Source: an optimization exercise on an open RTL-to-GDS flow (aim: small area). Production flows keep margins and buffers that such runs may drop. The RTL was checked by simulation tests, not by an equivalence proof against the original design. Power figures rest on the tool's default switching activity, not on a simulated workload.

// GraphicDriver
module GraphicDriver(clk, reset, VGA_HS, VGA_VS, VGA_R, VGA_G, VGA_B, VGA_SYNC_N, VGA_BLANK_N, KEY, enable, getAttack, blood1, blood2, magic, life, command);
  input clk;
  wire clk;
  input reset;
  wire reset;
  output VGA_HS;
  wire VGA_HS;
  output VGA_VS;
  wire VGA_VS;
  output [7:0] VGA_R;
  wire [7:0] VGA_R;
  output [7:0] VGA_G;
  wire [7:0] VGA_G;
  output [7:0] VGA_B;
  wire [7:0] VGA_B;
  output VGA_SYNC_N;
  wire VGA_SYNC_N;
  output VGA_BLANK_N;
  reg VGA_BLANK_N;
  input [3:0] KEY;
  wire [3:0] KEY;
  input [11:0] enable;
  wire [11:0] enable;
  input getAttack;
  wire getAttack;
  input [9:0] blood1;
  wire [9:0] blood1;
  input [9:0] blood2;
  wire [9:0] blood2;
  input [9:0] magic;
  wire [9:0] magic;
  input [2:0] life;
  wire [2:0] life;
  output [5:0] command;
  wire [5:0] command;
  wire _0000_;
  wire _0001_;
  wire _0002_;
  wire [3:0] _0003_;
  wire [2:0] _0004_;
  wire [3:0] _0005_;
  wire _0006_;
  ...
clock: 8.0 ns
lec_check: 0
abc_area: 1
cap_margin: 20
core_margin: 2
core_utilization: 50
slew_margin: 20
standard.sh (not shown) runs the stock make flow with config.mk's settings and CLKGATE_MAP_FILE= SYNTH_SCRIPT=/design/flow/synth_recipe.tcl, a recipe that flattens the netlist after the stock synthesis.
==> flow/flow/run.sh <==
#!/bin/bash
# Own layout flow: the standard synthesis, then the combinational logic of its
# netlist is re-mapped for area (flip-flop cells and their names are kept),
# then the standard ORFS flow from floorplan on, with 1x port buffers.
# Every tool's output goes to a log file of its own in this folder.
set -euo pipefail
W=$PWD
R=$W/orfs/results/sky130hd/GraphicDriver/base
LIB=$FLOW_HOME/platforms/sky130hd/lib/sky130_fd_sc_hd__tt_025C_1v80.lib

# 1. standard synthesis
bash standard.sh synth > $W/log_1_standard_synth.log 2>&1
cp $R/1_2_yosys.v $W/std_1_2_yosys.v

# 2. re-map the combinational logic for area
DU=$(sed -n '/DONT_USE_CELLS += /,/^#/p' $FLOW_HOME/platforms/sky130hd/config.mk | grep -o 'sky130_fd_sc_hd__[a-z0-9_]*' | sed 's/^/-dont_use /' | tr '\n' ' ')
echo "strash; dch -f; amap; topo" > $W/remap.abc
cat > $W/remap.ys <<EOS
read_liberty -ignore_miss_func $LIB
read_verilog $W/std_1_2_yosys.v
hierarchy -top GraphicDriver
setattr -mod -set keep_hierarchy 1 sky130_fd_sc_hd__dfxtp_1
flatten
opt_clean -purge
abc -script $W/remap.abc -liberty $LIB $DU
opt_clean -purge
hilomap -singleton -hicell sky130_fd_sc_hd__conb_1 HI -locell sky130_fd_sc_hd__conb_1 LO
insbuf -buf sky130_fd_sc_hd__buf_4 A X
opt_clean -purge
select GraphicDriver
write_verilog -noattr -noexpr -selected $W/remapped.v
EOS
yosys -s $W/remap.ys > $W/log_2_remap.log 2>&1
cp $W/remapped.v $R/1_2_yosys.v
rm -f $R/1_synth.odb $R/1_synth.sdc
bash standard.sh synth > $W/log_3_synth_odb.log 2>&1

# 3. floorplan to final layout
bash standard.sh BUFFER_PORTS_ARGS="-buffer_cell sky130_fd_sc_hd__buf_1" finish > $W/log_4_finish.log 2>&1
The baseline finished with setup timing left.
Then changed:
--- a/flow/flow/run.sh
+++ b/flow/flow/run.sh
@@ -16,3 +16,3 @@
 DU=$(sed -n '/DONT_USE_CELLS += /,/^#/p' $FLOW_HOME/platforms/sky130hd/config.mk | grep -o 'sky130_fd_sc_hd__[a-z0-9_]*' | sed 's/^/-dont_use /' | tr '\n' ' ')
-echo "strash; dch -f; amap; topo" > $W/remap.abc
+echo "strash; dch -f; amap; topo; buffer -c; upsize -c; dnsize -c" > $W/remap.abc
 cat > $W/remap.ys <<EOS
@@ -24,3 +24,3 @@
 opt_clean -purge
-abc -script $W/remap.abc -liberty $LIB $DU
+abc -D 8000 -script $W/remap.abc -liberty $LIB $DU
 opt_clean -purge
After rerunning: With this change the flow produced a clean layout; global-route usage went down by 0.66 points; final cell count went up by a few percent; sequential cell count does not change; wire length went up by a few percent; clock skew went down by 0.0060 ns; utilization went down by 0.48 points; cell area went up by a few percent; sequential power went up slightly; via count went up by a few percent.
Then changed:
==> flow/run.sh (new file) <==
#!/bin/bash
# synth_recipe.tcl (not shown) runs the flow's synth.tcl, then flattens the netlist and writes it again
# the make line also repeats each setting of config.mk as NAME=value (left out here)
make -C /OpenROAD-flow-scripts/flow DESIGN_CONFIG=/design/flow/config.mk WORK_HOME=/design/flow/orfs CLKGATE_MAP_FILE= SYNTH_SCRIPT=/design/flow/synth_recipe.tcl finish
removed: flow/flow/run.sh
removed: flow/standard.sh
Result: Die area rose by about 16%. Non-clock buffer count fell by 230. Worst hold slack gets better by 0.0069 ns. Synthesized cell count rose by 26%.

GraphicDriver, a different RTL version from the one above (not shown whole).
Size: ~1700 cells after synthesis, ~86 I/O pins, ~10000 um2 of cells after synthesis.
// GraphicDriver
module GraphicDriver(clk, reset, VGA_HS, VGA_VS, VGA_R, VGA_G, VGA_B, VGA_SYNC_N, VGA_BLANK_N, KEY, enable, getAttack, blood1, blood2, magic, life, command);
export LEC_CHECK = 0
export ABC_AREA = 1
export CAP_MARGIN = 20
export CORE_MARGIN = 2
export CORE_UTILIZATION = 50
export CTS_BUF_LIST = sky130_fd_sc_hd__clkbuf_8
export GPL_TIMING_DRIVEN = 0
export SETUP_SLACK_MARGIN = 0.2
export SLEW_MARGIN = 20
create_clock -name core_clock -period 8.0 [get_ports {clk}]
==> flow/flow/run.sh <==
#!/bin/bash
# Own layout flow: the standard synthesis, then the combinational logic of its
# netlist is re-mapped for area (flip-flop cells and their names are kept),
# then the standard ORFS flow from floorplan on, with 1x port buffers.
# Every tool's output goes to a log file of its own in this folder.
set -euo pipefail
W=$PWD
R=$W/orfs/results/sky130hd/GraphicDriver/base
LIB=$FLOW_HOME/platforms/sky130hd/lib/sky130_fd_sc_hd__tt_025C_1v80.lib

# 1. standard synthesis
bash standard.sh synth > $W/log_1_standard_synth.log 2>&1
cp $R/1_2_yosys.v $W/std_1_2_yosys.v

# 2. re-map the combinational logic for area
DU=$(sed -n '/DONT_USE_CELLS += /,/^#/p' $FLOW_HOME/platforms/sky130hd/config.mk | grep -o 'sky130_fd_sc_hd__[a-z0-9_]*' | sed 's/^/-dont_use /' | tr '\n' ' ')
cp $W/flow/remap.abc $W/remap.abc
cat > $W/remap.ys <<EOS
read_liberty -ignore_miss_func $LIB
read_verilog $W/std_1_2_yosys.v
hierarchy -top GraphicDriver
setattr -mod -set keep_hierarchy 1 sky130_fd_sc_hd__dfxtp_1
flatten
opt_clean -purge
abc -D 8000 -script $W/remap.abc -liberty $LIB $DU
opt_clean -purge
hilomap -singleton -hicell sky130_fd_sc_hd__conb_1 HI -locell sky130_fd_sc_hd__conb_1 LO
insbuf -buf sky130_fd_sc_hd__buf_4 A X
opt_clean -purge
select GraphicDriver
write_verilog -noattr -noexpr -selected $W/remapped.v
EOS
yosys -s $W/remap.ys > $W/log_2_remap.log 2>&1
cp $W/remapped.v $R/1_2_yosys.v
rm -f $R/1_synth.odb $R/1_synth.sdc
bash standard.sh synth > $W/log_3_synth_odb.log 2>&1

# 3. floorplan to final layout
bash standard.sh BUFFER_PORTS_ARGS="-buffer_cell sky130_fd_sc_hd__buf_1" finish > $W/log_4_finish.log 2>&1
==> flow/flow/remap.abc <==
strash; balance; dch -f; map -D 4500 -a; topo; buffer -c; upsize -c; dnsize -c
Change:
Settings changed: CTS_BUF_LIST sky130_fd_sc_hd__clkbuf_8 to unset.
- via count is about the same
- worst setup slack is better by 0.046 ns
- cell count is unchanged
- clock power rose by about 37%
- synthesized cell count does not change
- global-route usage stays flat
- utilization went up by 0.52 points
- final area grows by about 0.9%
Change:
==> flow/flow/remap.abc (replaced) <==
strash; balance; dch -f; map -D 4500; topo; buffer -c; upsize -c; dnsize -c
=>
- The changed run passed the timing, design-rule and antenna checks
- die area rose by about 0.7%
- sequential share of layout area hardly moves
- via count stays flat
- non-clock buffer count stays the same
- cell count went down by 0.62%
Change:
Settings changed: CORE_UTILIZATION 50 to 55, SETUP_SLACK_MARGIN 0.2 to 0.05.
Synthesized cell count does not change.
Sequential cell count is unchanged.
Final area fell by 0.36%.
Area after synthesis is unchanged.
Setup slack gets worse by 0.087 ns.
Critical path depth is lower by 7.
Total power climbs by 1.6%.
Clock power rises by about 2%.
Routed wire length climbs by 2.3%.
Hold slack is worse by 0.023 ns.

==> port drivers added, routing unchanged <==
The flow's constraints put no driver on any port. The routed layouts listed below were extracted and timed again, unchanged, in two steps.
Step 1, drivers: a clkbuf_16 drives clk and a buf_2 each remaining input, both assumed.
Step 2 times the ports against the registers' clock, not the clock port: input delays grow and output delays shrink by t, the midpoint of the rising clock arrivals with the driver on.
a / b / c = no drivers / after step 1 / after step 2; a / b = the first two.
run | t (ns) | setup WS [ns] | worst setup path after step 2 | worst data-port slew with drivers (ns)
the first run of note 1 | 0.396 | -0.039 / -0.039 / -0.039 | register to register | 0.07
the second run of note 1 | 0.392 | 0.213 / 0.213 / 0.213 | register to register | 0.04
the third run of note 1 | 0.399 | 0.463 / 0.463 / 0.463 | register to register | 0.04
the first run of note 2 | 0.409 | 0.474 / 0.474 / 0.474 | register to register | 0.05
the second run of note 2 | 0.392 | 0.519 / 0.519 / 0.519 | register to register | 0.05
the third run of note 2 | 0.387 | 0.520 / 0.520 / 0.520 | register to register | 0.04
the fourth run of note 2 | 0.392 | 0.433 / 0.433 / 0.433 | register to register | 0.05
